From an optimization exercise on the open Yosys and OpenROAD flow, aimed at small area, a short achievable clock period and few clock cycles per item; shortcuts taken in it are not production practice. Where RTL was checked, it was by simulation tests only, not by an equivalence proof against the original. No functional check of the RTL was part of runs 2 and 3.

==> flow/design.v <==
module cordic #(parameter WIDTH = 32, ITER = 16)(
    input clk,
    input rst,
    input start,
    input mode,  
    input signed [WIDTH-1:0] x_in,
    input signed [WIDTH-1:0] y_in,
    input signed [WIDTH-1:0] z_in,
    output signed [WIDTH-1:0] x_out,
    output signed [WIDTH-1:0] y_out,
    output signed [WIDTH-1:0] z_out,
    output reg done
);
    localparam signed [WIDTH-1:0] K = 32'sd19898;   
    reg signed [WIDTH-1:0] x, y, z;
    reg [3:0] i;       
    reg [3:0] ix, iy;  
    reg busy;
    reg mode_r;        
    function signed [WIDTH-1:0] atan_table;
        input [3:0] idx;
        case (idx)
            4'd0:  atan_table = 32'sd25736;
            4'd1:  atan_table = 32'sd15192;
            4'd2:  atan_table = 32'sd8027;
            4'd3:  atan_table = 32'sd4074;
            4'd4:  atan_table = 32'sd2045;
            4'd5:  atan_table = 32'sd1023;
            4'd6:  atan_table = 32'sd511;
            4'd7:  atan_table = 32'sd256;
            4'd8:  atan_table = 32'sd128;
            4'd9:  atan_table = 32'sd64;
            4'd10: atan_table = 32'sd32;
            4'd11: atan_table = 32'sd16;
            4'd12: atan_table = 32'sd8;
            4'd13: atan_table = 32'sd4;
            4'd14: atan_table = 32'sd2;
            default: atan_table = 32'sd1;
        endcase
    endfunction
    function [WIDTH-1:0] addsub;
        input [WIDTH-1:0] a;
        input [WIDTH-1:0] b;
        input sub;
        reg [WIDTH-1:0] bb, p, g, pp, gg, pn, gn;
        begin
            bb = b ^ {WIDTH{sub}};
            p = a ^ bb;
            g = a & bb;
            g[0] = g[0] | (p[0] & sub);
            gg = g; pp = p; gn = g; pn = p;
                gn[1] = gg[1] | (pp[1] & gg[0]); pn[1] = pp[1] & pp[0];
                gn[3] = gg[3] | (pp[3] & gg[2]); pn[3] = pp[3] & pp[2];
                gn[5] = gg[5] | (pp[5] & gg[4]); pn[5] = pp[5] & pp[4];
                gn[7] = gg[7] | (pp[7] & gg[6]); pn[7] = pp[7] & pp[6];
                gn[9] = gg[9] | (pp[9] & gg[8]); pn[9] = pp[9] & pp[8];
                gn[11] = gg[11] | (pp[11] & gg[10]); pn[11] = pp[11] & pp[10];
                gn[13] = gg[13] | (pp[13] & gg[12]); pn[13] = pp[13] & pp[12];
                gn[15] = gg[15] | (pp[15] & gg[14]); pn[15] = pp[15] & pp[14];
                gn[17] = gg[17] | (pp[17] & gg[16]); pn[17] = pp[17] & pp[16];
                gn[19] = gg[19] | (pp[19] & gg[18]); pn[19] = pp[19] & pp[18];
                gn[21] = gg[21] | (pp[21] & gg[20]); pn[21] = pp[21] & pp[20];
                gn[23] = gg[23] | (pp[23] & gg[22]); pn[23] = pp[23] & pp[22];
                gn[25] = gg[25] | (pp[25] & gg[24]); pn[25] = pp[25] & pp[24];
                gn[27] = gg[27] | (pp[27] & gg[26]); pn[27] = pp[27] & pp[26];
                gn[29] = gg[29] | (pp[29] & gg[28]); pn[29] = pp[29] & pp[28];
                gn[31] = gg[31] | (pp[31] & gg[30]); pn[31] = pp[31] & pp[30];
                gg = gn; pp = pn;
                gn[3] = gg[3] | (pp[3] & gg[1]); pn[3] = pp[3] & pp[1];
                gn[7] = gg[7] | (pp[7] & gg[5]); pn[7] = pp[7] & pp[5];
                gn[11] = gg[11] | (pp[11] & gg[9]); pn[11] = pp[11] & pp[9];
                gn[15] = gg[15] | (pp[15] & gg[13]); pn[15] = pp[15] & pp[13];
                gn[19] = gg[19] | (pp[19] & gg[17]); pn[19] = pp[19] & pp[17];
                gn[23] = gg[23] | (pp[23] & gg[21]); pn[23] = pp[23] & pp[21];
                gn[27] = gg[27] | (pp[27] & gg[25]); pn[27] = pp[27] & pp[25];
                gn[31] = gg[31] | (pp[31] & gg[29]); pn[31] = pp[31] & pp[29];
                gg = gn; pp = pn;
                gn[7] = gg[7] | (pp[7] & gg[3]); pn[7] = pp[7] & pp[3];
                gn[15] = gg[15] | (pp[15] & gg[11]); pn[15] = pp[15] & pp[11];
                gn[23] = gg[23] | (pp[23] & gg[19]); pn[23] = pp[23] & pp[19];
                gn[31] = gg[31] | (pp[31] & gg[27]); pn[31] = pp[31] & pp[27];
                gg = gn; pp = pn;
                gn[15] = gg[15] | (pp[15] & gg[7]); pn[15] = pp[15] & pp[7];
                gn[31] = gg[31] | (pp[31] & gg[23]); pn[31] = pp[31] & pp[23];
                gg = gn; pp = pn;
                gn[31] = gg[31] | (pp[31] & gg[15]); pn[31] = pp[31] & pp[15];
                gg = gn; pp = pn;
                gn[23] = gg[23] | (pp[23] & gg[15]); pn[23] = pp[23] & pp[15];
                gg = gn; pp = pn;
                gn[11] = gg[11] | (pp[11] & gg[7]); pn[11] = pp[11] & pp[7];
                gn[19] = gg[19] | (pp[19] & gg[15]); pn[19] = pp[19] & pp[15];
                gn[27] = gg[27] | (pp[27] & gg[23]); pn[27] = pp[27] & pp[23];
                gg = gn; pp = pn;
                gn[5] = gg[5] | (pp[5] & gg[3]); pn[5] = pp[5] & pp[3];
                gn[9] = gg[9] | (pp[9] & gg[7]); pn[9] = pp[9] & pp[7];
                gn[13] = gg[13] | (pp[13] & gg[11]); pn[13] = pp[13] & pp[11];
                gn[17] = gg[17] | (pp[17] & gg[15]); pn[17] = pp[17] & pp[15];
                gn[21] = gg[21] | (pp[21] & gg[19]); pn[21] = pp[21] & pp[19];
                gn[25] = gg[25] | (pp[25] & gg[23]); pn[25] = pp[25] & pp[23];
                gn[29] = gg[29] | (pp[29] & gg[27]); pn[29] = pp[29] & pp[27];
                gg = gn; pp = pn;
                gn[2] = gg[2] | (pp[2] & gg[1]); pn[2] = pp[2] & pp[1];
                gn[4] = gg[4] | (pp[4] & gg[3]); pn[4] = pp[4] & pp[3];
                gn[6] = gg[6] | (pp[6] & gg[5]); pn[6] = pp[6] & pp[5];
                gn[8] = gg[8] | (pp[8] & gg[7]); pn[8] = pp[8] & pp[7];
                gn[10] = gg[10] | (pp[10] & gg[9]); pn[10] = pp[10] & pp[9];
                gn[12] = gg[12] | (pp[12] & gg[11]); pn[12] = pp[12] & pp[11];
                gn[14] = gg[14] | (pp[14] & gg[13]); pn[14] = pp[14] & pp[13];
                gn[16] = gg[16] | (pp[16] & gg[15]); pn[16] = pp[16] & pp[15];
                gn[18] = gg[18] | (pp[18] & gg[17]); pn[18] = pp[18] & pp[17];
                gn[20] = gg[20] | (pp[20] & gg[19]); pn[20] = pp[20] & pp[19];
                gn[22] = gg[22] | (pp[22] & gg[21]); pn[22] = pp[22] & pp[21];
                gn[24] = gg[24] | (pp[24] & gg[23]); pn[24] = pp[24] & pp[23];
                gn[26] = gg[26] | (pp[26] & gg[25]); pn[26] = pp[26] & pp[25];
                gn[28] = gg[28] | (pp[28] & gg[27]); pn[28] = pp[28] & pp[27];
                gn[30] = gg[30] | (pp[30] & gg[29]); pn[30] = pp[30] & pp[29];
                gg = gn; pp = pn;
            addsub = p ^ {gg[WIDTH-2:0], sub};
        end
    endfunction
    wire signed [WIDTH-1:0] xs = x >>> ix;
    wire signed [WIDTH-1:0] ys = y >>> iy;
    wire d = mode_r ? y[WIDTH-1] : ~z[WIDTH-1];
    wire signed [WIDTH-1:0] xn = addsub(x, ys, d);
    wire signed [WIDTH-1:0] yn = addsub(y, xs, ~d);
    wire signed [WIDTH-1:0] zn = addsub(z, atan_table(i), d);
    wire load = start & ~busy;
    always @(posedge clk) begin
        if (busy) begin
            x <= xn;
            y <= yn;
            z <= zn;
        end else begin
            x <= mode ? x_in : K;
            y <= mode ? y_in : {WIDTH{1'b0}};
            z <= mode ? {WIDTH{1'b0}} : z_in;
        end
    end
    always @(posedge clk or posedge rst) begin
        if (rst) begin
            busy <= 1'b0;
            done <= 1'b0;
            i <= 4'd0;
            ix <= 4'd0;
            iy <= 4'd0;
            mode_r <= 1'b0;
        end else begin
            done <= busy & (i == ITER - 1);
            if (busy) begin
                i <= i + 4'd1;
                ix <= ix + 4'd1;
                iy <= iy + 4'd1;
            end
            if (load) begin
                busy <= 1'b1;
                mode_r <= mode;
            end else if (i == ITER - 1) begin
                busy <= 1'b0;
            end
        end
    end
    assign x_out = x;
    assign y_out = y;
    assign z_out = z;
endmodule
==> flow/flow/run.sh <==
#!/bin/bash
# The standard layout with two changes: plain buf_1 cells as the port buffers
# (buffer_ports otherwise picks delay buffers), and no adder-cell mapping in
# synthesis (ADDER_MAP_FILE empty), so abc maps the adders' prefix logic from
# gates instead of ha/fa cells. Registers and their names are unchanged.
# make's output goes to make.log here; each ORFS step keeps its own log under orfs/logs.
set -euo pipefail
export BUFFER_PORTS_ARGS="-buffer_cell sky130_fd_sc_hd__buf_1"
bash standard.sh ADDER_MAP_FILE= finish > make.log 2>&1
==> flow/standard.sh <==
#!/bin/bash
# synth_recipe.tcl (not shown) runs the flow's synth.tcl, then flattens the netlist and writes it again
# the make line also repeats each setting of config.mk as NAME=value (left out here)
make -C /OpenROAD-flow-scripts/flow DESIGN_CONFIG=/design/flow/config.mk WORK_HOME=/design/flow/orfs CLKGATE_MAP_FILE= SYNTH_SCRIPT=/design/flow/synth_recipe.tcl "${@:-finish}"
==> flow/config.mk <==
export PLATFORM = sky130hd
export DESIGN_NAME = cordic
export DESIGN_NICKNAME = cordic
export VERILOG_FILES = /design/flow/design.v
export SDC_FILE = /design/flow/constraint.sdc
export NUM_CORES = 4
export LEC_CHECK = 0
export ABC_AREA = 1
export CAP_MARGIN = 20
export CORE_MARGIN = 2
export CORE_UTILIZATION = 45
export SETUP_SLACK_MARGIN = 3.6
export SLEW_MARGIN = 20
==> flow/constraint.sdc <==
create_clock -name core_clock -period 7.0 [get_ports {clk}]
set_input_delay 1.4000 -clock core_clock [delete_from_list [all_inputs] [get_ports {clk}]]
set_output_delay 1.4000 -clock core_clock [all_outputs]
set_load 0.01 [all_outputs]
==> notes.md, run 1 <==
crit-path max cell delay=0.52 ns; reg2reg end=x[27]$_DFF_P_; Worst Path Buf+Inv=3; Post-synth top cells=nand2_1 (779), nand3_1 (437), inv_1 (167); worst skew pair latency=0.37 ns; Slew @ Worst Pin=1.050 ns; Compound-Gate Fraction of Synth Area=0.1251; Core Region=25110 um2; remaining antenna violation count after routing=0; Area contributors post-synth=nand2_1 (26%), nand3_1 (19%), dfxtp_1 (17%), inv_1 (5.5%), xor2_1 (3.8%); RR Startpoint=iy[1]$_DFFE_PP0P_; Max-Slew Margin vs Limit=0.2994; fmax=0.3215 GHz; unrepaired setup endpoints after global routing=yes; largest family of logic cells by synthesized area=simple AND/OR/NAND/NOR gates; final worst path period share=0.4443; Post-synth EDFFs=0; post-synthesis mux area share=0; I/O Buffers=196; Vias/cell=5.302; final hold vios=0; hold path endpoint=i[0]$_DFFE_PP0P_; critical path depth=26; CP arrival=3.37 ns; post-synth cell types=53; clk sink count=111; gr usage total=0.2674; GPL Wtd Cong=0.9094; Starting Density=0.4566; routed vias=13590; drt total wl=37540 um; CTS tree=done; Worst EP required=7.26 ns; ANT cells=0; Post-synth ARST share=0.1351; initial antenna violation count=0; Critical Path Source Type=flip-flop; Worst Path Max Fanout=13; Worst Skew=0.01312 ns; endpoint class of the critical path=flip-flop; fillcell total=2767; fin crit period=3.110 ns; clock-pin slew of the registers on the worst-case setup and hold paths=0.09 ns; max-cap viol count=0; Final nets=2328; adder-cell share of the synthesized area=0.0008730; most used cell, CP=nand2_1; root buf cell=clkbuf_16; Synth Instances=2074; Post-synth top flop=dfxtp_1; Hold Crit Depth=1; Simple-Gate Fraction of Synth Area=0.5242; r2r setup slk=3.89 ns; Hold Path Class=flip-flop to flip-flop; Ys Warns=1; number of buffers created by CTS=9; Post-Synth XOR/XNOR Area=0.04692; count leader, synth=nand2_1; slowest CP cell=dfrtp_4; Mapped Area=11470 um2; Clock Tree Buf Depth=2; post-synthesis sequential area ratio=0.2003; share of layout cells above drive strength 1=0.06449; die area=26770 um2; vias in the first global route=12180; syn_area_per_cell=5.528 um2; grt total ovfl=0; DR pass1 iterations=5; reg2reg path depth=26; outcome=timing/DRC/antenna clean; pin count of the biggest net entering global routing=73; std cell rows=58; Setup-failing EPs final=0; Worst Setup Path Type=flip-flop to flip-flop; Mapped Nets=2174; sum of negative setup slack=0 ns; # H-tree levels=3; Largest delay share family, worst path=simple AND/OR/NAND/NOR gates; first-pass GRT wire length=58430 um; Initial DRC Count=850; area delta synth->final=13.90%; hold_sp=i[0]$_DFFE_PP0P_; top cell type's share of synthesized area=0.2550; Seq cells post-synth=111; Die Wd=163.6 um; Die Ht=163.6 um; Final Slew Violations=0; largest area contributor in the netlist=nand2_1; I/O pin total=197; DRC=0; HPWL Detailed=28220 um; WL/cell=14.65 um
kinds of logic after synthesis:
logic type                 count (synthesis)
xor gates and xnor gates                  59
adders and majority gates                  1
and+or+nand+nor                         1398
buffers and inverters                    268
AOI/OAI and AO/OA                        237
DFF                                      111
worst max-delay path by stage:
stage	slack, ns	from	endpoint
3_5_place_dp	2.79	iy[1]$_DFFE_PP0P_	x[27]$_DFF_P_
5_1_grt	3.58	iy[1]$_DFFE_PP0P_	x[27]$_DFF_P_
2_1_floorplan	4.42	ix[0]$_DFFE_PP0P_	y[31]$_DFF_P_
4_1_cts	3.61	iy[2]$_DFFE_PP0P_	x[27]$_DFF_P_
6_report	3.89	iy[1]$_DFFE_PP0P_	x[27]$_DFF_P_
3_3_place_gp	2.86	iy[1]$_DFFE_PP0P_	x[31]$_DFF_P_
sequential cells by signal, indices dropped and copies added, names as in the netlist:
signal and flops:
busy 1, done 1, i 4, ix 4, iy 4, mode_r 1
x 32, y 32, z 32
cell type report:
type                    count  area, um2  area share
clock buffers              11      254.0     0.01945
multi-input cells        1695       8065      0.6176
repair inverters            3      22.52    0.001724
flip-flops and latches    111       2318      0.1775
clock inverters             5      62.56    0.004790
repair buffers            228       1205     0.09226
inverters                 180      719.4     0.05509
well taps                 330      412.9     0.03162
placed cells by master, fill, tap and decap left out, drive strengths merged, types with 3 or more instances in the layout:
cell      count
nand2       799
nand3       442
buf         223
inv         177
o21ai       115
nor2        111
dfxtp        96
a21oi        61
xor2         50
or2          21
a32o         17
clkbuf       16
dfrtp        15
nand3b        9
a21boi        9
a22o          8
xnor2         8
clkinvlp      7
a21o          6
o21bai        5
nor3          5
nor4          4
o31ai         4
nand4         4
o211ai        3
clkinv        3
per-layer routing:
metal  GRT usage  up-vias  part of all wire
met3     0.04723       56             0.066
met4     0.07257        0             0.021
met1      0.3525     6061              0.45
met5           0        -                 0
li1            -     7080                 -
met2      0.4484      393              0.46
timing repair:
action / in CTS / in global routing
hold buffers: 0 / 0
gates cloned: 2 / 6
endpoints found under the setup margin: 52 / 40
buffers inserted: 1 / 15
endpoints found under the hold margin: 0 / 0
resized for setup: 20 / 52
pin swaps: 0 / 1
through the flow:
| stage | setup WS, ns | hold WS [ns] | instances | area (um2) | util |
|---|---|---|---|---|---|
| 6_report | 3.890 | 0.5464 | 2563 | 13060 | 0.5201 |
| 5_1_grt | 3.583 | 0.5666 | 2563 | 13060 | 0.5201 |
| 4_1_cts | 3.605 | 0.5488 | 2542 | 12600 | 0.5019 |
| 3_5_place_dp | 2.789 | 0.5340 | 2523 | 12210 | 0.4863 |
| 3_3_place_gp | 2.857 | 0.5334 | 2523 | 12210 | 0.4863 |
| 2_1_floorplan | 4.416 | 0.4530 | 2074 | 11470 | - |
Testbench counts, summed over its fixed seeds: cycles 57,592, ops 3,200.
==> run 2: changes to the inputs <==
--- a/flow/design.v
+++ b/flow/design.v
@@ -122,9 +122,18 @@
     wire signed [WIDTH-1:0] ys = y >>> iy;
-    wire d = mode_r ? y[WIDTH-1] : ~z[WIDTH-1];
+    reg d_r, dn_r;
+    wire d = d_r;
     wire signed [WIDTH-1:0] xn = addsub(x, ys, d);
-    wire signed [WIDTH-1:0] yn = addsub(y, xs, ~d);
+    wire signed [WIDTH-1:0] yn = addsub(y, xs, dn_r);
     wire signed [WIDTH-1:0] zn = addsub(z, atan_table(i), d);
     wire load = start & ~busy;
+    wire d_next = load ? (mode ? y_in[WIDTH-1] : ~z_in[WIDTH-1])
+                       : (mode_r ? yn[WIDTH-1] : ~zn[WIDTH-1]);
     always @(posedge clk) begin
-        if (busy) begin
+        d_r <= d_next;
+        dn_r <= ~d_next;
+        if (load) begin
+            x <= mode ? x_in : K;
+            y <= mode ? y_in : {WIDTH{1'b0}};
+            z <= mode ? {WIDTH{1'b0}} : z_in;
+        end else begin
             x <= xn;
@@ -132,6 +141,2 @@
             z <= zn;
-        end else begin
-            x <= mode ? x_in : K;
-            y <= mode ? y_in : {WIDTH{1'b0}};
-            z <= mode ? {WIDTH{1'b0}} : z_in;
         end
--- a/flow/config.mk
+++ b/flow/config.mk
@@ -10,4 +10,4 @@
 export CORE_MARGIN = 2
-export CORE_UTILIZATION = 45
-export SETUP_SLACK_MARGIN = 3.6
+export CORE_UTILIZATION = 40
+export SETUP_SLACK_MARGIN = 3.5
 export SLEW_MARGIN = 20
==> run 2 against run 1 <==
Still clean on timing, DRC and antenna. Clock skew decreased by 0.0039 ns. Cell count increased by 3.3%. Clock-buffer cell count increased by 8. Utilization decreased by 3.7 points. Sequential share of layout area decreased by 1.2 points. Flip-flop and latch count increased by 2. Non-clock buffer count increased by 13. Routed wire length increased by 9.8%. Largest cell class unchanged. Highest routed layer unchanged.
==> notes.md, run 2 <==
sum of negative setup slack=0 ns (unchanged); DR pass1 iterations=5 (unchanged); Post-synth top cells=nand2_1 (723), nand3_1 (336), inv_1 (189); post-synth cell types=57 (+7.5%); Initial DRC Count=943 (+11%); final core occ=0.4829 (-0.03721); Max-Slew Margin vs Limit=0.4259 (+0.1265); first-pass GRT wire length=62550 um (+7.0%); CP arrival=3.65 ns (+0.28 ns); final worst path period share=0.4753 (+0.03097); fin crit period=3.327 ns (+0.2168 ns); Worst Path Buf+Inv=2 (-1); Core Region=29560 um2 (+18%); Hold Path Class=flip-flop to flip-flop; Post-Layout Cell Count=2648 (+3.3%); Worst EP required=7.32 ns (+0.06 ns); top cell type's share of synthesized area=0.2267 (-0.02830); I/O Buffers=196 (unchanged); count leader, synth=nand2_1; Critical Path Source Type=input port; Post-synth EDFFs=0 (unchanged); Slew @ Worst Pin=0.8559 ns (-0.1940 ns); HPWL Detailed=30340 um (+7.5%); grt total ovfl=0 (unchanged); drt total wl=41210 um (+9.8%); Clock Tree Buf Depth=2 (unchanged); r2r setup slk=3.79 ns (-0.10 ns); CTS tree=done; # H-tree levels=4 (+1); Worst Setup Path Type=input port to flip-flop; area delta synth->final=19.25%; DP Cell Count=2576 (+2.1%); Mapped Area=11970 um2 (+4.4%); gr usage total=0.2484 (-0.01901); syn_area_per_cell=5.780 um2 (+4.5%); Post-synth ARST share=0.1327 (-0.002392); crit-path max cell delay=0.82 ns (+0.30 ns); unrepaired setup endpoints after global routing=yes; Worst Skew=0.009224 ns (-0.003894 ns); fillcell total=3201 (+16%); slack of the critical path=3.673 ns (-0.2168 ns); share of layout cells above drive strength 1=0.1413 (+0.07679); Die Ht=177.0 um (+8.2%); most common cell after layout, fill and taps aside=nand2_1; Final Slew Violations=0 (unchanged); die area=31330 um2 (+17%); fmax=0.3006 GHz (-6.5%); max-cap viol count=0 (unchanged); Regs by FF count=x: 32 flops, y: 32 flops, z: 32 flops; initial antenna violation count=0 (unchanged); I/O pin total=197 (unchanged); clock-pin slew of the registers on the worst-case setup and hold paths=0.06 ns (-0.03 ns); Vias/cell=5.297 (-0.10%); worst skew pair latency=0.43 ns (+0.06 ns); root buf cell=clkbuf_16; std cell rows=63 (+8.6%); Mapped Nets=2171 (-0.14%); most frequent cells in the layout=nand2_1 (706), nand3_1 (308), buf_1 (196); remaining antenna violation count after routing=0 (unchanged); routed vias=14030 (+3.2%); outcome=timing/DRC/antenna clean; slowest CP cell=clkinv_1; number of buffers created by CTS=17 (+8); largest area contributor in the netlist=nand2_1; dpl ws=2.823 ns (+0.03368 ns); Die Wd=177.0 um (+8.2%); Seq cells post-synth=113 (+1.8%); vias in the first global route=12780 (+4.9%); Area contributors post-synth=nand2_1 (23%), dfxtp_1 (16%), nand3_1 (14%), inv_1 (5.9%), nor2_1 (3.8%); pin count of the biggest net entering global routing=65 (-11%); GPL Wtd Cong=0.8987 (-1.2%); ANT cells=0 (unchanged); Worst Path Max Fanout=36 (+23); Largest delay share family, worst path=simple AND/OR/NAND/NOR gates; endpoint class of the critical path=flip-flop; Post-synth top flop=dfxtp_1; Cell Chain, Critical Path=buf_1 -> nand2_4 -> clkinv_1 -> nor2_1 -> nand3_2 -> nand2_1 -> nor2_2; clk sink count=113 (+1.8%); Ys Warns=1 (unchanged); Setup-failing EPs final=0 (unchanged); post-synthesis sequential area ratio=0.1953 (-0.005095); Final nets=2345 (+0.73%); final hold vios=0 (unchanged); Starting Density=0.4050 (-0.05170); DRC=0 (unchanged); WL/cell=15.56 um (+6.3%); Synth Instances=2071 (-0.14%)
run 2: what timing repair did:
item	CTS	global route
gates cloned	3	8
gates resized for setup	30	125
buffers inserted	1	28
pin swaps	0	24
hold buffers	0	0
setup endpoints to repair	54	32
run 2: cell type report:
| class | instances | area (um2) | share of cell area |
|---|---|---|---|
| clock buffers | 19 | 432.9 | 0.03033 |
| clock inverters | 13 | 137.6 | 0.009642 |
| inverters | 204 | 808.3 | 0.05662 |
| multi-input cells | 1663 | 8758 | 0.6136 |
| flip-flops and latches | 113 | 2359 | 0.1652 |
| well taps | 390 | 488.0 | 0.03418 |
| repair buffers | 241 | 1250 | 0.08756 |
| repair inverters | 5 | 41.29 | 0.002892 |
run 2: metrics by stage:
stage                     area (um2)  hold slack [ns]
after floorplan                11970           0.5137
after global placement         12740           0.5417
final                          14270           0.5548
after detailed placement       12740           0.5422
after global routing           14270           0.5816
after CTS                      13380           0.5555
run 2: path summary, 6_finish.rpt:
check | from | to | cells after the start
hold reg to reg | i[0]$_DFFE_PP0P_ | i[0]$_DFFE_PP0P_ | 1
hold / removal | i[0]$_DFFE_PP0P_ | i[0]$_DFFE_PP0P_ | 1
max in group asynchronous | rst | ix[3]$_DFFE_PP0P_ | 2
min in group asynchronous | rst | i[1]$_DFFE_PP0P_ | 2
setup reg to reg | ix[0]$_DFFE_PP0P_ | d_r$_DFF_P_ | 27
setup / recovery | start | d_r$_DFF_P_ | 7
run 2: cells by family after synthesis:
family / Yosys count / synth area share
AND/OR/NAND/NOR: 1335 / 0.5073
buffers and inverters: 295 / 0.1103
XOR/XNOR: 61 / 0.04526
AO/OA/AOI/OAI: 267 / 0.1419
flip-flops: 113 / 0.1953
run 2: metal layers:
layer,track usage,share of wire,vias up
li1,-,-,7117
met1,0.2850,0.41,6376
met2,0.4424,0.48,430
met3,0.05391,0.066,103
met4,0.1057,0.040,0
met5,0,0,-
==> run 3: changes to the inputs <==
--- a/flow/design.v
+++ b/flow/design.v
@@ -128,4 +128,4 @@
     wire load = start & ~busy;
-    wire d_next = load ? (mode ? y_in[WIDTH-1] : ~z_in[WIDTH-1])
-                       : (mode_r ? yn[WIDTH-1] : ~zn[WIDTH-1]);
+    wire d_next = busy ? (mode_r ? yn[WIDTH-1] : ~zn[WIDTH-1])
+                       : (mode ? y_in[WIDTH-1] : ~z_in[WIDTH-1]);
     always @(posedge clk) begin
@@ -133,3 +133,9 @@
         dn_r <= ~d_next;
-        if (load) begin
+        ix <= busy ? ix + 4'd1 : 4'd0;
+        iy <= busy ? iy + 4'd1 : 4'd0;
+        if (busy) begin
+            x <= xn;
+            y <= yn;
+            z <= zn;
+        end else begin
             x <= mode ? x_in : K;
@@ -137,6 +143,2 @@
             z <= mode ? {WIDTH{1'b0}} : z_in;
-        end else begin
-            x <= xn;
-            y <= yn;
-            z <= zn;
         end
@@ -148,4 +150,2 @@
             i <= 4'd0;
-            ix <= 4'd0;
-            iy <= 4'd0;
             mode_r <= 1'b0;
@@ -155,4 +155,2 @@
                 i <= i + 4'd1;
-                ix <= ix + 4'd1;
-                iy <= iy + 4'd1;
             end
==> run 3 against run 2 <==
Flip-flop and latch count did not move. Global-route usage rose by 0.092 points. Clock-buffer cell count rose by 1. Design area fell by 8.2%. Utilization fell by 2.2 points.
==> notes.md, run 3 <==
DR pass1 iterations=5 (unchanged); routed vias=13630 (-2.8%); hold_ws=0.5613 ns (+0.006410 ns); max-cap viol count=0 (unchanged); Post-synth top cells=nand2_1 (744), nand3_1 (370), inv_1 (149); Worst Path Max Fanout=33 (-8.3%); Area contributors post-synth=nand2_1 (24%), dfxtp_1 (18%), nand3_1 (16%), inv_1 (4.9%), o21ai_0 (4.8%); grt total ovfl=0 (unchanged); Final nets=2301 (-1.9%); outcome=timing/DRC/antenna clean; number of buffers created by CTS=17 (unchanged); std cell rows=62 (-1.6%); Post-synth EDFFs=0 (unchanged); Hold Crit Depth=1 (unchanged); CP arrival=3.54 ns (-0.11 ns); RR Startpoint=iy[2]$_SDFF_PN0_; Post-synth ARST share=0.06195 (-0.07080); sum of negative setup slack=0 ns (unchanged); unrepaired setup endpoints after global routing=no; fin crit period=3.222 ns (-0.1052 ns); share of layout cells above drive strength 1=0.07407 (-0.06720); count leader, synth=nand2_1; Vias/cell=5.243 (-1.0%); Critical Path Source Type=flip-flop; pin count of the biggest net entering global routing=69 (+6.2%); Core Region=28470 um2 (-3.7%); Synth Instances=2056 (-0.72%); Mapped Area=11480 um2 (-4.1%); drt total wl=38290 um (-7.1%); adder-cell share of the synthesized area=0 (unchanged); area delta synth->final=14.19%; Mapped Nets=2156 (-0.69%); most common cell after layout, fill and taps aside=nand2_1; top cell type's share of synthesized area=0.2432 (+0.01650); Starting Density=0.4033 (-0.001639); endpoint class of the critical path=flip-flop; Worst EP required=7.32 ns (about the same); clock-pin slew of the registers on the worst-case setup and hold paths=0.06 ns (about the same); GPL Wtd Cong=0.8918 (-0.77%); Final Slew Violations=0 (unchanged); Clock Tree Buf Depth=2 (unchanged); # H-tree levels=4 (unchanged); final instance area=13110 um2 (-8.2%); Post-Synth XOR/XNOR Area=0.04054 (-0.004724); die area=30080 um2 (-4.0%); worst skew pair latency=0.45 ns (+0.02 ns); clk sink count=113 (unchanged); Setup-failing EPs final=0 (unchanged); Seq cells post-synth=113 (unchanged); final worst path period share=0.4603 (-0.01503); HPWL Detailed=28990 um (-4.5%); syn_area_per_cell=5.585 um2 (-3.4%); root buf cell=clkbuf_16; Initial DRC Count=958 (+1.6%); final hold vios=0 (unchanged); gr usage total=0.2493 (+0.0009171); r2r setup slk=3.78 ns (about the same); Die Ht=173.4 um (-2.0%); I/O pin total=197 (unchanged); post-synthesis mux area share=0 (unchanged); fmax=0.3104 GHz (+3.3%); vias in the first global route=12520 (-2.0%); hold path endpoint=i[0]$_DFFE_PP0P_; I/O Buffers=196 (unchanged); Slew @ Worst Pin=1.134 ns (+0.2783 ns); remaining antenna violation count after routing=0 (unchanged); initial antenna violation count=4 (+4); largest family of logic cells by synthesized area=simple AND/OR/NAND/NOR gates; reg2reg path depth=24 (-11%); DRC=0 (unchanged); largest area contributor in the netlist=nand2_1; post-synth cell types=50 (-12%); hold_buf cts=0 (unchanged); Worst Setup Path Type=flip-flop to flip-flop; most frequent cells in the layout=nand2_1 (744), nand3_1 (370), buf_1 (196); Die Wd=173.4 um (-2.0%); Regs by FF count=x: 32 flops, y: 32 flops, z: 32 flops; CTS tree=done; reg2reg end=x[31]$_DFF_P_; first-pass GRT wire length=61180 um (-2.2%); hold_sp=i[0]$_DFFE_PP0P_; Max-Slew Margin vs Limit=0.2430 (-0.1829); Worst Skew=0.02021 ns (+0.01099 ns); Compound-Gate Fraction of Synth Area=0.1543 (+0.01235); post-synthesis sequential area ratio=0.2001 (+0.004811); WL/cell=14.73 um (-5.4%); Post-synth top flop=dfxtp_1; Ys Warns=1 (unchanged); Hold Path Class=flip-flop to flip-flop; Simple-Gate Fraction of Synth Area=0.5084 (+0.001180); Area after DPL=12340 um2 (-3.1%)
[run 3: layout make-up]
type | instances | area [um2]
well taps | 384 | 480.5
diodes | 2 | 5.005
flip-flops and latches | 113 | 2308
repair inverters | 1 | 7.507
inverters | 167 | 650.6
fillers | 3175 | 15360
multi-input cells | 1686 | 8095
repair buffers | 215 | 965.9
clock buffers | 20 | 436.7
clock inverters | 12 | 161.4
[run 3: worst max-delay path by stage]
stage                                 from       endpoint  slack [ns]  cells after the start
final                     iy[2]$_SDFF_PN0_  x[31]$_DFF_P_        3.78                     24
after global routing           d_r$_DFF_P_   dn_r$_DFF_P_        3.50                     27
after CTS                 iy[0]$_SDFF_PN0_  x[31]$_DFF_P_        3.53                     26
after detailed placement       d_r$_DFF_P_  x[31]$_DFF_P_        3.15                     25
after global placement         d_r$_DFF_P_  x[31]$_DFF_P_        3.22                     25
after floorplan           i[2]$_DFFE_PP0P_  z[23]$_DFF_P_        4.42                     19
[run 3: worst max-delay path, stage by stage (launching register included)]
cell and delay (ns):
dfxtp_1 0.38, clkinvlp_4 0.48, nand3_1 0.28, nand3_1 0.16, nand3b_1 0.15, nand2_1 0.08
nand3b_1 0.18, nand2_1 0.11, nand2_1 0.06, nand2_1 0.10, nand2_1 0.09, nand2_2 0.10
nand2_1 0.09, nand2_2 0.11, nand2_2 0.08, nand2_2 0.09, nand2_1 0.06, nand2_1 0.07
nand2_1 0.05, nand2_1 0.08, nand2_2 0.07, nand2_1 0.06, nand2_1 0.04, nand3_1 0.06
nand2_1 0.05
[run 3: per-layer routing]
layer | track usage | routed length [um] | up-vias
met2 | 0.4025 | 16730 | 420
met5 | 0 | 0 | -
met3 | 0.05417 | 2752 | 66
met1 | 0.3246 | 17620 | 6069
met4 | 0.09710 | 1191 | 0
li1 | - | - | 7077
[run 3: logic make-up after synthesis]
group	after synthesis
AO/OA/AOI/OAI	296
buffers and inverters	257
XOR/XNOR	50
flip-flops	113
AND/OR/NAND/NOR	1340
[run 3: per-stage QoR]
| stage | setup WS [ns] | std cells | utilization |
|---|---|---|---|
| after CTS | 3.529 | 2593 | 0.4551 |
| after detailed placement | 3.146 | 2561 | 0.4336 |
| final | 3.778 | 2600 | 0.4605 |
| after global routing | 3.505 | 2598 | 0.4604 |
| after global placement | 3.224 | 2561 | 0.4336 |
| after floorplan | 4.422 | 2056 | - |
[run 3: repair_timing]
item,4_1_cts,5_1_grt
gates cloned,0,2
pin swaps,0,0
endpoints found under the setup margin,29,33
setup buffers,0,3
resized for setup,5,30
==> run 4: changes to the inputs <==
--- a/flow/design.v
+++ b/flow/design.v
@@ -122,15 +122,12 @@
     wire signed [WIDTH-1:0] ys = y >>> iy;
-    reg d_r, dn_r;
-    wire d = d_r;
+    wire d = mode_r ? y[WIDTH-1] : ~z[WIDTH-1];
     wire signed [WIDTH-1:0] xn = addsub(x, ys, d);
-    wire signed [WIDTH-1:0] yn = addsub(y, xs, dn_r);
+    wire signed [WIDTH-1:0] yn = addsub(y, xs, ~d);
     wire signed [WIDTH-1:0] zn = addsub(z, atan_table(i), d);
     wire load = start & ~busy;
-    wire d_next = busy ? (mode_r ? yn[WIDTH-1] : ~zn[WIDTH-1])
-                       : (mode ? y_in[WIDTH-1] : ~z_in[WIDTH-1]);
     always @(posedge clk) begin
-        d_r <= d_next;
-        dn_r <= ~d_next;
         ix <= busy ? ix + 4'd1 : 4'd0;
         iy <= busy ? iy + 4'd1 : 4'd0;
+        if (!busy)
+            mode_r <= mode;
         if (busy) begin
@@ -150,3 +147,2 @@
             i <= 4'd0;
-            mode_r <= 1'b0;
         end else begin
@@ -156,6 +152,5 @@
             end
-            if (load) begin
+            if (load)
                 busy <= 1'b1;
-                mode_r <= mode;
-            end else if (i == ITER - 1) begin
+            else if (i == ITER - 1) begin
                 busy <= 1'b0;
--- a/flow/config.mk
+++ b/flow/config.mk
@@ -10,3 +10,3 @@
 export CORE_MARGIN = 2
-export CORE_UTILIZATION = 40
+export CORE_UTILIZATION = 45
 export SETUP_SLACK_MARGIN = 3.5
==> run 4 against run 3 <==
Sequential share of layout area barely moved. Via count fell by 1.3%. Largest cell class unchanged. Die area fell by 11%. Worst hold slack improved by 0.059 ns. Clock skew barely moved. Fmax rose by 2.1%. Flip-flop and latch count fell by 2.
==> notes.md, run 4 <==
unrepaired setup endpoints after global routing=yes; WL/cell=14.35 um (-2.5%); initial antenna violation count=0 (-4); FF/Latch Area=2278 um2 (-1.3%); Mapped Area=11520 um2 (+0.36%); sum of negative setup slack=0 ns (unchanged); Worst Path Max Fanout=19 (-42%); Post-synth top flop=dfxtp_1; Synth Instances=2080 (+1.2%); Starting Density=0.4576 (+0.05430); first-pass GRT wire length=59040 um (-3.5%); Clock Tree Buf Depth=2 (unchanged); most frequent cells in the layout=nand2_1 (775), nand3_1 (441), buf_1 (196); Hold Path Class=flip-flop to flip-flop; CP arrival=3.44 ns (-0.10 ns); worst skew pair latency=0.38 ns (-0.07 ns); count leader, synth=nand2_1; grt total ovfl=0 (unchanged); Slew @ Worst Pin=0.8644 ns (-0.2698 ns); fillcell total=2784 (-12%); max-cap viol count=0 (unchanged); Final Slew Violations=0 (unchanged); Core Region=25180 um2 (-12%); DP Cell Count=2524 (-1.4%); most common cell after layout, fill and taps aside=nand2_1; # H-tree levels=3 (-1); final hold vios=0 (unchanged); routed vias=13450 (-1.3%); CTS tree=done; Initial DRC Count=981 (+2.4%); number of buffers created by CTS=9 (-8); vias in the first global route=12280 (-1.9%); Post-synth EDFFs=1 (+1); M2 GR Usage=0.4433 (+0.04078); grt peak-use layer=met2; top cell type's share of synthesized area=0.2524 (+0.009226); Die Ht=164.0 um (-5.4%); std cell rows=58 (-6.5%); Mapped Nets=2180 (+1.1%); HPWL Detailed=27710 um (-4.4%); M3 GR Usage=0.04520 (-0.008965); DRC=0 (unchanged); Die Wd=164.0 um (-5.4%); gr usage total=0.2700 (+0.02070); Setup-failing EPs final=0 (unchanged); Post-Layout Cell Count=2561 (-1.5%); final core occ=0.5127 (+0.05214); I/O Buffers=196 (unchanged); root buf cell=clkbuf_16; final worst path period share=0.4510 (-0.009261); Post-synth top cells=nand2_1 (775), nand3_1 (442), inv_1 (162); area of the multi-input gates=8107 um2 (+0.14%); Seq cells post-synth=111 (-1.8%); syn_area_per_cell=5.540 um2 (-0.80%); Vias/cell=5.251 (+0.16%); Area contributors post-synth=nand2_1 (25%), nand3_1 (19%), dfxtp_1 (18%), inv_1 (5.3%), o21ai_0 (3.7%); Worst Setup Path Type=flip-flop to flip-flop; Ys Warns=1 (unchanged); GPL Wtd Cong=0.8825 (-1.0%); clock-pin slew of the registers on the worst-case setup and hold paths=0.09 ns (+0.03 ns); share of layout cells above drive strength 1=0.06499 (-0.009081); Worst EP required=7.28 ns (-0.04 ns); GR Util met1=0.3570 (+0.03240); Regs by FF count=x: 32 flops, y: 32 flops, z: 32 flops; Critical Path Source Type=flip-flop; fmax=0.3168 GHz (+2.1%); pin count of the biggest net entering global routing=76 (+10%); remaining antenna violation count after routing=0 (unchanged); Worst Skew=0.01980 ns (-0.0004141 ns); endpoint class of the critical path=flip-flop; Final nets=2326 (+1.1%); post-synth cell types=51 (+2.0%); clk sink count=111 (-1.8%); ANT cells=0 (-2); area delta synth->final=12.03%; outcome=timing/DRC/antenna clean; DR pass1 iterations=5 (unchanged); I/O pin total=197 (unchanged); die area=26900 um2 (-11%); hold_buf cts=0 (unchanged); post-synthesis sequential area ratio=0.1963 (-0.003757); drt total wl=36760 um (-4.0%); largest area contributor in the netlist=nand2_1; fin crit period=3.157 ns (-0.06483 ns); Post-synth ARST share=0.05405 (-0.007893); Max-Slew Margin vs Limit=0.4202 (+0.1771)
==> run 4: area by class of cell <==
cell class,instances,area share
timing repair inverter,4,0.002326
timing repair buffer,224,0.08461
clock buffer,10,0.01774
clock inverter,6,0.004264
tap,330,0.03198
sequential,111,0.1765
inverter,176,0.05466
multi-input combinational,1700,0.6279
==> run 4: critical path, cell delays in order (launching register included) <==
cell,delay (ns)
dfxtp_4,0.38
clkbuf_16,0.18
o21ai_0,0.40
nand2_1,0.13
nand3_1,0.13
nand3_1,0.16
nand2_1,0.13
nand2_1,0.06
nand3_1,0.09
nand2_1,0.11
inv_1,0.07
nand2_1,0.07
nor3_1,0.19
nand2_1,0.12
nand2_2,0.11
nand2_2,0.07
nand2_2,0.08
nand2_1,0.08
nand2_1,0.08
nand2_1,0.05
nand2_1,0.08
nand2_1,0.09
nand2_1,0.06
nand2_1,0.04
nand3_1,0.06
nand2_1,0.05
==> run 4: through the flow <==
step                      hold slack (ns)  cell area, um2  worst slack [ns]
after floorplan                    0.5637           11520             4.286
after global placement             0.5909           12250             2.868
after detailed placement           0.6057           12250             2.784
after CTS                          0.6214           12620             3.515
after global routing               0.6506           12910             3.481
final                              0.6198           12910             3.843
==> run 4: cell families (layout without fill, tap and decap cells) <==
kind of cell,after synthesis,count (layout),synth area share
AOI/OAI and AO/OA,245,245,0.1314
buffers and inverters,269,420,0.1028
and+or+nand+nor,1413,1413,0.5357
xor gates and xnor gates,42,42,0.03377
DFF,111,111,0.1963
==> run 4: worst paths after layout <==
check | slack, ns | start | cells after the start | end
min in group asynchronous | 0.89 | rst | 2 | busy$_DFFE_PP0P_
worst max register to register | 3.84 | iy[0]$_SDFF_PN0_ | 25 | x[31]$_DFF_P_
worst max-delay path | 3.84 | iy[0]$_SDFF_PN0_ | 25 | x[31]$_DFF_P_
worst min-delay path | 0.62 | i[0]$_DFFE_PP0P_ | 1 | i[0]$_DFFE_PP0P_
max in group asynchronous | 5.91 | rst | 2 | busy$_DFFE_PP0P_
worst min register to register | 0.62 | i[0]$_DFFE_PP0P_ | 1 | i[0]$_DFFE_PP0P_
==> run 4: what timing repair did <==
item	4_1_cts	5_1_grt
gates cloned	4	4
endpoints found under the hold margin	0	0
endpoints found under the setup margin	76	48
setup buffers	0	13
gates resized for setup	14	31
==> run 4: metal layers <==
metal  up-vias  wire length, um
met5         -                0
met1      5875            16960
met2       378            16310
met4         0             1138
met3        67             2359
li1       7129                -
Testbench counts of run 4, summed over its fixed seeds: cycles 57,592, ops 3,200.
==> run 5: changes to the inputs <==
--- a/flow/config.mk
+++ b/flow/config.mk
@@ -10,3 +10,3 @@
 export CORE_MARGIN = 2
-export CORE_UTILIZATION = 45
+export CORE_UTILIZATION = 50
 export SETUP_SLACK_MARGIN = 3.5
==> run 5 against run 4 <==
Design area about the same. Critical path depth stayed put. Flip-flop and latch count did not move. Fmax fell by 0.98%. First-iteration DRC count fell by 13%. Area after synthesis is the same. Clock skew shrank 0.011 ns. Register-to-register slack worse by 0.03 ns. Largest cell class unchanged.
==> notes.md, run 5 <==
outcome=timing/DRC/antenna clean; top cell type's share of synthesized area=0.2524 (unchanged); max-cap viol count=0 (unchanged); Initial DRC Count=858 (-13%); hold_ws=0.6193 ns (-0.0005300 ns); Mapped Area=11520 um2 (unchanged); Post-synth top flop=dfxtp_1; # H-tree levels=3 (unchanged); I/O pin total=197 (unchanged); final core occ=0.5700 (+0.05738); HPWL Detailed=28310 um (+2.2%); routed vias=13700 (+1.9%); Die Wd=155.8 um (-5.0%); most frequent cells in the layout=nand2_1 (775), nand3_1 (440), buf_1 (196); Worst Skew=0.009257 ns (-0.01054 ns); largest area contributor in the netlist=nand2_1; crit-path max cell delay=0.39 ns (about the same); count leader, synth=nand2_1; pin count of the biggest net entering global routing=80 (+5.3%); fmax=0.3136 GHz (-0.98%); unrepaired setup endpoints after global routing=yes; clk sink count=111 (unchanged); DR pass1 iterations=6 (+1); gr usage total=0.2985 (+0.02847); most common cell after layout, fill and taps aside=nand2_1; std cell rows=55 (-5.2%); clock-pin slew of the registers on the worst-case setup and hold paths=0.09 ns (about the same); GPL Wtd Cong=0.9023 (+2.2%); Vias/cell=5.445 (+3.7%); remaining antenna violation count after routing=0 (unchanged); vias in the first global route=12440 (+1.3%); share of layout cells above drive strength 1=0.06676 (+0.001763); Post-synth ARST share=0.05405 (unchanged); Worst Setup Path Type=flip-flop to flip-flop; sum of negative setup slack=0 ns (unchanged); post-synthesis sequential area ratio=0.1963 (unchanged); Worst Path Buf+Inv=2 (unchanged); Setup-failing EPs final=0 (unchanged); CP arrival=3.46 ns (+0.02 ns); number of buffers created by CTS=9 (unchanged); worst skew pair latency=0.37 ns (about the same); slowest CP cell=edfxtp_1; I/O Buffers=196 (unchanged); fin crit period=3.188 ns (+0.03137 ns); first-pass GRT wire length=59440 um (+0.69%); Regs by FF count=x: 32 flops, y: 32 flops, z: 32 flops; area delta synth->final=12.00% (about the same); Area contributors post-synth=nand2_1 (25%), nand3_1 (19%), dfxtp_1 (18%), inv_1 (5.3%), o21ai_0 (3.7%); ANT cells=0 (unchanged); Seq cells post-synth=111 (unchanged); Final Slew Violations=0 (unchanged); WL/cell=14.81 um (+3.2%); Mapped Nets=2180 (unchanged); Synth Instances=2080 (unchanged); Worst Path Max Fanout=34 (+15); Worst EP required=7.27 ns (about the same); final hold vios=0 (unchanged); Starting Density=0.5090 (+0.05136); hold_buf cts=0 (unchanged); Largest delay share family, worst path=simple AND/OR/NAND/NOR gates; final instance area=12910 um2 (about the same); syn_area_per_cell=5.540 um2 (unchanged); grt total ovfl=0 (unchanged); Hold Path Class=flip-flop to flip-flop; die area=24280 um2 (-9.8%); Ys Warns=1 (unchanged); CTS tree=done; Clock Tree Buf Depth=2 (unchanged); root buf cell=clkbuf_16; endpoint class of the critical path=flip-flop; Critical Path Source Type=flip-flop; Final nets=2327 (+0.043%); final worst path period share=0.4555 (+0.004481); Core Region=22640 um2 (-10%); Post-synth EDFFs=1 (unchanged); most used cell, CP=nand2_1; DRC=0 (unchanged); Die Ht=155.8 um (-5.0%); drt total wl=37280 um (+1.4%); post-synth cell types=51 (unchanged); Max-Slew Margin vs Limit=0.3995 (-0.02066); Area after DPL=12190 um2 (-0.46%); Slew @ Worst Pin=0.9008 ns (+0.03634 ns); initial antenna violation count=0 (unchanged); Post-synth top cells=nand2_1 (775), nand3_1 (442), inv_1 (162)
==> run 5: cell counts after synthesis <==
No cell type changed its count.
==> run 5: per-stage QoR <==
step | std cells | worst slack (ns)
after floorplan | 2080 | 4.286
after global placement | 2479 | 2.876
after detailed placement | 2479 | 2.890
after CTS | 2497 | 3.446
after global routing | 2517 | 3.479
final | 2517 | 3.812
==> run 5: kinds of logic (layout without fill, tap and decap cells) <==
kind of cell | Yosys count | after routing | synth area share
and+or+nand+nor | 1413 | 1413 | 0.5357
buffers and inverters | 269 | 421 | 0.1028
AOI/OAI and AO/OA | 245 | 245 | 0.1314
DFF | 111 | 111 | 0.1963
xor gates and xnor gates | 42 | 42 | 0.03377
==> run 5: cell type report <==
class                           count  area (um2)
Inverter                          176       705.7
Sequential cell                   111        2282
Timing Repair inverter              5       38.79
Timing Repair Buffer              224        1089
Tap cell                          285       356.6
Clock inverter                      5       58.81
Multi-Input combinational cell   1700        8112
Fill cell                        2456        9734
Clock buffer                       11       264.0
==> run 5: routing by layer <==
| metal | vias to the layer above | share of wire | routed length [um] | track usage |
|---|---|---|---|---|
| met5 | - | 0 | 0 | 0 |
| met2 | 426 | 0.46 | 17060 | 0.5021 |
| met1 | 6075 | 0.45 | 16840 | 0.3890 |
| met4 | 0 | 0.021 | 766 | 0.08344 |
| met3 | 65 | 0.070 | 2617 | 0.05917 |
| li1 | 7138 | - | - | - |
==> run 5: what timing repair did <==
item / in CTS / in global routing
endpoints found under the setup margin: 54 / 53
setup buffers: 0 / 14
gates resized for setup: 10 / 47
pin swaps: 0 / 1
cloned: 2 / 6
==> run 5: worst register-to-register path: stages (launching register included) <==
cell,delay (ns)
edfxtp_1,0.39
or2_2,0.34
o21ai_4,0.15
buf_12,0.19
buf_16,0.20
nand3_1,0.13
nand3_1,0.14
nand3_1,0.12
nand2_1,0.10
nand2_1,0.07
nand2_1,0.08
nand2_1,0.06
nand2_1,0.13
nand2_1,0.12
nand2_2,0.12
nand2_2,0.08
nand2_2,0.08
nand2_1,0.08
nand2_1,0.08
nand2_1,0.05
nand2_1,0.07
nand2_1,0.09
nand2_1,0.06
nand2_1,0.04
nand3_1,0.06
nand2_1,0.06
==> run 5: final timing paths <==
kind,startpoint,to,slack (ns),cells past startpoint
max in group asynchronous,rst,busy$_DFFE_PP0P_,5.91,2
worst max-delay path,mode_r$_DFFE_PN_,x[31]$_DFF_P_,3.81,25
worst min register to register,i[0]$_DFFE_PP0P_,i[0]$_DFFE_PP0P_,0.62,1
worst max register to register,mode_r$_DFFE_PN_,x[31]$_DFF_P_,3.81,25
worst min-delay path,i[0]$_DFFE_PP0P_,i[0]$_DFFE_PP0P_,0.62,1
min in group asynchronous,rst,done$_DFF_PP0_,0.89,2
==> run 6: changes to the inputs <==
--- a/flow/config.mk
+++ b/flow/config.mk
@@ -11,3 +11,3 @@
 export CORE_UTILIZATION = 50
-export SETUP_SLACK_MARGIN = 3.5
+export SETUP_SLACK_MARGIN = 3.6
 export SLEW_MARGIN = 20
==> run 6 against run 5 <==
Still clean. Design area is 2.6% higher. Routed wire length is 2.6% higher. Synthesized cell count stayed put. Cell count is 0.64% higher. Via count is 1.4% higher. Worst hold slack better by 0.010 ns. Register-to-register slack better by 0.096 ns. Critical path type unchanged. Critical endpoint unchanged.
==> notes.md, run 6 <==
DR pass1 iterations=6 (unchanged); Post-synth ARST share=0.05405 (unchanged); CTS tree=done; Final nets=2343 (+0.69%); Critical Path Source Type=flip-flop; drt total wl=38260 um (+2.6%); post-synth cell types=51 (unchanged); Worst Skew=0.009681 ns (+0.0004239 ns); endpoint class of the critical path=flip-flop; r2r setup slk=3.91 ns (+0.10 ns); fin crit period=3.093 ns (-0.09564 ns); Hold Crit Depth=3 (+2); Area contributors post-synth=nand2_1 (25%), nand3_1 (19%), dfxtp_1 (18%), inv_1 (5.3%), o21ai_0 (3.7%); Post-synth EDFFs=1 (unchanged); most common cell after layout, fill and taps aside=nand2_1; remaining antenna violation count after routing=0 (unchanged); outcome=timing/DRC/antenna clean; GPL Wtd Cong=0.9023 (unchanged); vias in the first global route=12430 (-0.048%); Mapped Area=11520 um2 (unchanged); post-synthesis sequential area ratio=0.1963 (unchanged); reg2reg end=x[31]$_DFF_P_; final hold vios=0 (unchanged); Clock Tree Buf Depth=2 (unchanged); final worst path period share=0.4418 (-0.01366); initial antenna violation count=0 (unchanged); most frequent cells in the layout=nand2_1 (774), nand3_1 (437), buf_1 (196); ANT cells=0 (unchanged); clk sink count=111 (unchanged); syn_area_per_cell=5.540 um2 (unchanged); area delta synth->final=14.96%; # H-tree levels=3 (unchanged); Setup-failing EPs final=0 (unchanged); Worst EP required=7.27 ns (about the same); largest area contributor in the netlist=nand2_1; Synth Instances=2080 (unchanged); Slew @ Worst Pin=0.8971 ns (-0.003703 ns); Hold Path Class=flip-flop to flip-flop; Vias/cell=5.486 (+0.77%); Die Wd=155.8 um (unchanged); number of buffers created by CTS=9 (unchanged); Core Region=22640 um2 (unchanged); fmax=0.3233 GHz (+3.1%); Post-synth top flop=dfxtp_1; top cell type's share of synthesized area=0.2524 (unchanged); DRC=0 (unchanged); die area=24280 um2 (unchanged); I/O pin total=197 (unchanged); first-pass GRT wire length=59420 um (about the same); root buf cell=clkbuf_16; HPWL Detailed=28310 um (unchanged); sum of negative setup slack=0 ns (unchanged); clock-pin slew of the registers on the worst-case setup and hold paths=0.09 ns (about the same); Initial DRC Count=932 (+8.6%); Die Ht=155.8 um (unchanged); RR Startpoint=mode_r$_DFFE_PN_; pin count of the biggest net entering global routing=80 (unchanged); worst skew pair latency=0.37 ns (about the same); Seq cells post-synth=111 (unchanged); gr usage total=0.2984 (about the same); Max-Slew Margin vs Limit=0.4020 (+0.002468); Regs by FF count=x: 32 flops, y: 32 flops, z: 32 flops; grt total ovfl=0 (unchanged); reg2reg path depth=25 (unchanged); Worst Setup Path Type=flip-flop to flip-flop; Worst Path Max Fanout=17 (-50%); CP arrival=3.37 ns (-0.09 ns); hold_sp=y[0]$_DFF_P_; Final Slew Violations=0 (unchanged); hold path endpoint=y[0]$_DFF_P_; routed vias=13900 (+1.4%); Post-synth top cells=nand2_1 (775), nand3_1 (442), inv_1 (162); Starting Density=0.5090 (unchanged); std cell rows=55 (unchanged); count leader, synth=nand2_1; share of layout cells above drive strength 1=0.08052 (+0.01376); max-cap viol count=0 (unchanged); WL/cell=15.10 um (+2.0%); Mapped Nets=2180 (unchanged); DP Cell Count=2479 (unchanged); Ys Warns=1 (unchanged); Post-Layout Cell Count=2533 (+0.64%); I/O Buffers=196 (unchanged); unrepaired setup endpoints after global routing=yes
run 6: cell counts after synthesis:
Identical to the previous run, type by type.
run 6: timing repair:
item,4_1_cts,5_1_grt
resized for setup,14,70
pin swaps,0,3
buffers inserted,0,25
hold buffers,0,0
setup endpoints to repair,60,56
cloned,2,11
endpoints found under the hold margin,0,0
run 6: worst max path at each step:
stage / from / endpoint / slack, ns / cells after the start
after detailed placement: iy[2]$_SDFF_PN0_ / x[31]$_DFF_P_ / 2.89 / 25
after global placement: iy[2]$_SDFF_PN0_ / x[31]$_DFF_P_ / 2.88 / 25
after floorplan: y[31]$_DFF_P_ / z[31]$_DFF_P_ / 4.29 / 26
final: mode_r$_DFFE_PN_ / x[31]$_DFF_P_ / 3.91 / 25
after global routing: ix[0]$_SDFF_PN0_ / y[31]$_DFF_P_ / 3.59 / 28
after CTS: y[31]$_DFF_P_ / x[31]$_DFF_P_ / 3.53 / 25
run 6: layout make-up:
class	count	area (um2)
Fill cell	2432	9393
Clock inverter	5	58.81
Clock buffer	11	264.0
Timing Repair Buffer	240	1333
Multi-Input combinational cell	1700	8197
Inverter	176	713.2
Sequential cell	111	2287
Tap cell	285	356.6
Timing Repair inverter	5	38.79
run 6: metrics by stage:
stage	util	hold slack, ns	area [um2]	setup WS [ns]
final	0.5851	0.6296	13250	3.907
after CTS	0.5550	0.6157	12570	3.530
after floorplan	-	0.5637	11520	4.286
after global routing	0.5851	0.6597	13250	3.594
after global placement	0.5384	0.5985	12190	2.876
after detailed placement	0.5384	0.5996	12190	2.890
run 6: kinds of logic (layout without fill, tap and decap cells):
family                    count (synthesis)  count (layout)  synth area share
xor gates and xnor gates                 42              42           0.03377
buffers and inverters                   269             437            0.1028
and+or+nand+nor                        1413            1413            0.5357
AOI/OAI and AO/OA                       245             245            0.1314
DFF                                     111             111            0.1963
run 6: layer usage:
| metal | global-route usage | part of all wire | vias to the layer above |
|---|---|---|---|
| met3 | 0.05917 | 0.073 | 82 |
| met4 | 0.08344 | 0.027 | 0 |
| li1 | - | - | 7166 |
| met1 | 0.3889 | 0.45 | 6166 |
| met5 | 0 | 0 | - |
| met2 | 0.5021 | 0.45 | 483 |
run 6: worst max-delay path, stage by stage, from the launching register on:
cell and delay, ns:
edfxtp_1 0.40, or2_4 0.27, o21ai_4 0.11, buf_12 0.16
clkinv_8 0.06, buf_4 0.21, nand2_1 0.10, nand3_1 0.13
nand3_2 0.11, nand2_1 0.07, nand2_1 0.09, nand2_1 0.07
nand2_1 0.07, nand2_1 0.11, nand2_1 0.14, nand2_2 0.10
nand2_2 0.09, nand2_2 0.06, nand2_1 0.09, nand2_1 0.07
nand2_1 0.06, nand2_1 0.06, nand2_1 0.10, nand3_1 0.08
nand3_1 0.10, nand2_1 0.06
==> run 7: changes to the inputs <==
--- a/flow/config.mk
+++ b/flow/config.mk
@@ -10,3 +10,3 @@
 export CORE_MARGIN = 2
-export CORE_UTILIZATION = 50
+export CORE_UTILIZATION = 42
 export SETUP_SLACK_MARGIN = 3.6
==> run 7 against run 6 <==
Sequential share of layout area is 0.12 points higher. Critical path depth is 1 lower. Utilization is 9.7 points lower. Routed wire length is 0.25% higher. Global-route usage is 4.5 points lower. Clock skew is 0.0060 ns higher. Fmax hardly changed. Design area is 0.79% lower. Worst hold slack worse by 0.0011 ns. Die area is 19% higher. First-iteration DRC count is 1.8% lower. Highest routed layer unchanged.
==> notes.md, run 7 <==
outcome=timing/DRC/antenna clean; WL/cell=14.86 um (-1.6%); hold_ws=0.6285 ns (-0.001117 ns); Mapped Nets=2180 (unchanged); most common cell after layout, fill and taps aside=nand2_1; Worst Path Max Fanout=5 (-12); Post-synth ARST share=0.05405 (unchanged); Area after DPL=12270 um2 (+0.64%); crit-path max cell delay=0.40 ns (about the same); syn_area_per_cell=5.540 um2 (unchanged); Worst Setup Path Type=flip-flop to flip-flop; DRC=0 (unchanged); post-synthesis sequential area ratio=0.1963 (unchanged); Starting Density=0.4276 (-0.08140); Slew @ Worst Pin=0.8932 ns (-0.003898 ns); Post-synth top cells=nand2_1 (775), nand3_1 (442), inv_1 (162); final hold vios=0 (unchanged); worst skew pair latency=0.38 ns (about the same); top cell type's share of synthesized area=0.2524 (unchanged); clock-pin slew of the registers on the worst-case setup and hold paths=0.09 ns (about the same); Post-synth top flop=dfxtp_1; Synth Instances=2080 (unchanged); reg2reg path depth=24 (-4.0%); Regs by FF count=x: 32 flops, y: 32 flops, z: 32 flops; Area contributors post-synth=nand2_1 (25%), nand3_1 (19%), dfxtp_1 (18%), inv_1 (5.3%), o21ai_0 (3.7%); die area=28780 um2 (+19%); slowest CP cell=edfxtp_1; DR pass1 iterations=6 (unchanged); endpoint class of the critical path=flip-flop; crit path capture=z[31]$_DFF_P_; Worst EP required=7.28 ns (about the same); I/O Buffers=196 (unchanged); unrepaired setup endpoints after global routing=yes; FF/Latch Area=2285 um2 (-0.11%); Setup-failing EPs final=0 (unchanged); clk sink count=111 (unchanged); reg2reg end=z[31]$_DFF_P_; Core Region=26950 um2 (+19%); Worst Skew=0.01569 ns (+0.006009 ns); most used cell, CP=nand2_1; Largest delay share family, worst path=simple AND/OR/NAND/NOR gates; area of the multi-input gates=8177 um2 (-0.24%); Seq cells post-synth=111 (unchanged); routed vias=13710 (-1.4%); Mapped Area=11520 um2 (unchanged); number of buffers created by CTS=9 (unchanged); first-pass GRT wire length=59860 um (+0.74%); Vias/cell=5.310 (-3.2%); RR Startpoint=mode_r$_DFFE_PN_; CTS tree=done; critical path depth=24 (-4.0%); slack of the critical path=3.905 ns (-0.002130 ns); grt total ovfl=0 (unchanged); Hold Path Class=flip-flop to flip-flop; fmax=0.3231 GHz (about the same); gr usage total=0.2538 (-0.04462); area delta synth->final=14.05%; Max-Slew Margin vs Limit=0.4009 (-0.001083); Hold Crit Depth=3 (unchanged); Die Wd=169.6 um (+8.9%); Worst Path Buf+Inv=2 (-1); fin crit period=3.095 ns (+0.002130 ns); I/O pin total=197 (unchanged); r2r setup slk=3.91 ns (about the same); std cell rows=60 (+9.1%); root buf cell=clkbuf_16; count leader, synth=nand2_1; most frequent cells in the layout=nand2_1 (771), nand3_1 (434), buf_1 (196); Clock Tree Buf Depth=2 (unchanged); remaining antenna violation count after routing=0 (unchanged); Ys Warns=1 (unchanged); sum of negative setup slack=0 ns (unchanged); max-cap viol count=0 (unchanged); Worst Setup SP=mode_r$_DFFE_PN_; ANT cells=0 (unchanged); Critical Path Source Type=flip-flop; final instance area=13140 um2 (-0.79%); hold_buf cts=0 (unchanged); drt total wl=38350 um (+0.25%); vias in the first global route=12190 (-2.0%); initial antenna violation count=0 (unchanged); post-synth cell types=51 (unchanged); # H-tree levels=3 (unchanged); Initial DRC Count=915 (-1.8%); Cell Chain, Critical Path=or2_4 -> o21ai_4 -> clkbuf_16 -> buf_4 -> xor2_1 -> or2_2 -> nand3b_1 -> nand2_1 -> nand2_1 -> nand2_1 -> nand2_1 -> nand2_1 -> nand2_2 -> nand2_2 -> nand2_1 -> nand2_2 -> nand2_2 -> nand2_2 -> nand2_1 -> nand2_2 -> nand2_2 -> nand3b_1 -> nand3_1 -> nand2_1; final worst path period share=0.4421 (about the same); GPL Wtd Cong=0.9095 (+0.80%); Post-synth EDFFs=1 (unchanged); share of layout cells above drive strength 1=0.07723 (-0.003284); dpl ws=2.741 ns (-0.1495 ns); Final Slew Violations=0 (unchanged); fillcell total=2932 (+21%); HPWL Detailed=28750 um (+1.6%); CP arrival=3.37 ns (about the same); Die Ht=169.6 um (+8.9%); Final nets=2335 (-0.34%); pin count of the biggest net entering global routing=71 (-11%); largest area contributor in the netlist=nand2_1
==> run 7: cells by family (layout without fill, tap and decap cells) <==
logic type      after synthesis  count (layout)  share of synthesized area
compound gates              245             245                     0.1314
xor+xnor                     42              42                    0.03377
buf+inv                     269             429                     0.1028
flops                       111             111                     0.1963
simple gates               1413            1413                     0.5357
==> run 7: how the worst min path moves through the flow <==
stage	startpoint	end	slack [ns]
2_1_floorplan	i[0]$_DFFE_PP0P_	i[0]$_DFFE_PP0P_	0.56
3_3_place_gp	i[0]$_DFFE_PP0P_	i[0]$_DFFE_PP0P_	0.60
3_5_place_dp	i[0]$_DFFE_PP0P_	i[0]$_DFFE_PP0P_	0.61
4_1_cts	ix[0]$_SDFF_PN0_	ix[0]$_SDFF_PN0_	0.63
5_1_grt	i[0]$_DFFE_PP0P_	i[0]$_DFFE_PP0P_	0.68
6_report	y[0]$_DFF_P_	y[0]$_DFF_P_	0.63
==> run 7: per-layer routing <==
metal | global-route usage | vias to the layer above | part of all wire
met5 | 0 | - | 0
met4 | 0.06912 | 0 | 0.023
met3 | 0.04128 | 61 | 0.059
met2 | 0.4232 | 384 | 0.46
met1 | 0.3393 | 6099 | 0.46
li1 | - | 7162 | -
==> run 7: timing repair <==
| action | in CTS | in global routing |
|---|---|---|
| gates resized for setup | 17 | 60 |
| setup endpoints to repair | 68 | 54 |
| cloned | 2 | 8 |
| setup buffers | 3 | 16 |
| pin swaps | 0 | 1 |
==> run 7: cell type report <==
type	count	share of cell area
Multi-Input combinational cell	1700	0.6221
Sequential cell	111	0.1738
Timing Repair Buffer	233	0.09235
Inverter	176	0.05398
Tap cell	341	0.03246
Clock buffer	10	0.01818
Clock inverter	6	0.004950
Timing Repair inverter	4	0.002094
==> run 7: through the flow <==
step | util | std cells
after global placement | 0.4552 | 2536
after CTS | 0.4695 | 2557
final | 0.4877 | 2581
after floorplan | - | 2080
after detailed placement | 0.4552 | 2536
after global routing | 0.4877 | 2581
==> run 7: tightest hold or removal path: stages, from the launching register on <==
cell and delay, ns:
dfxtp_1 0.38, nand2_1 0.07, nand2_1 0.05, a22o_1 0.10

[afterwards: timing with drivers on the ports]
In the flow no input, the clock included, has a driving cell. The finished layouts below were timed again as built, in two steps. Step 1: set_driving_cell puts a clkbuf_16 on clk and a buf_2 on each other input, an assumption about the parent block. Step 2 adds t to the input delays and takes it off the output delays; t is the mean of the earliest and latest rising clock arrival at the registers after step 1. Input paths then give back, and output paths get back, about the clock's delay inside the block. Three values: no drivers, after step 1, after step 2; two values: the first two.
| run | shift t [ns] | setup slack, ns | worst hold slack (ns) | latest minus earliest clock arrival (ns) | worst register clock-pin slew, ns |
|---|---|---|---|---|---|
| run 1 | 0.411 | 3.890 / 3.890 / 3.890 | 0.546 / 0.546 / 0.546 | 0.015 / 0.015 | 0.09 / 0.09 |
| run 2 | 0.474 | 3.673 / 3.702 / 3.228 | 0.555 / 0.555 / 0.555 | 0.009 / 0.009 | 0.06 / 0.06 |
| run 3 | 0.486 | 3.778 / 3.778 / 3.778 | 0.561 / 0.561 / 0.561 | 0.020 / 0.020 | 0.07 / 0.07 |
| run 4 | 0.417 | 3.843 / 3.843 / 3.739 | 0.620 / 0.620 / 0.620 | 0.020 / 0.019 | 0.09 / 0.09 |
| run 5 | 0.420 | 3.812 / 3.812 / 3.712 | 0.619 / 0.619 / 0.619 | 0.011 / 0.011 | 0.09 / 0.09 |
| run 6 | 0.419 | 3.907 / 3.907 / 3.736 | 0.630 / 0.630 / 0.630 | 0.012 / 0.012 | 0.09 / 0.09 |
| run 7 | 0.420 | 3.905 / 3.905 / 3.817 | 0.628 / 0.628 / 0.628 | 0.016 / 0.016 | 0.09 / 0.09 |
After both steps every run listed still meets setup and hold. The setup slack of run 2, which loses most, moves by +0.029 ns with the drivers and by -0.445 ns with both steps.
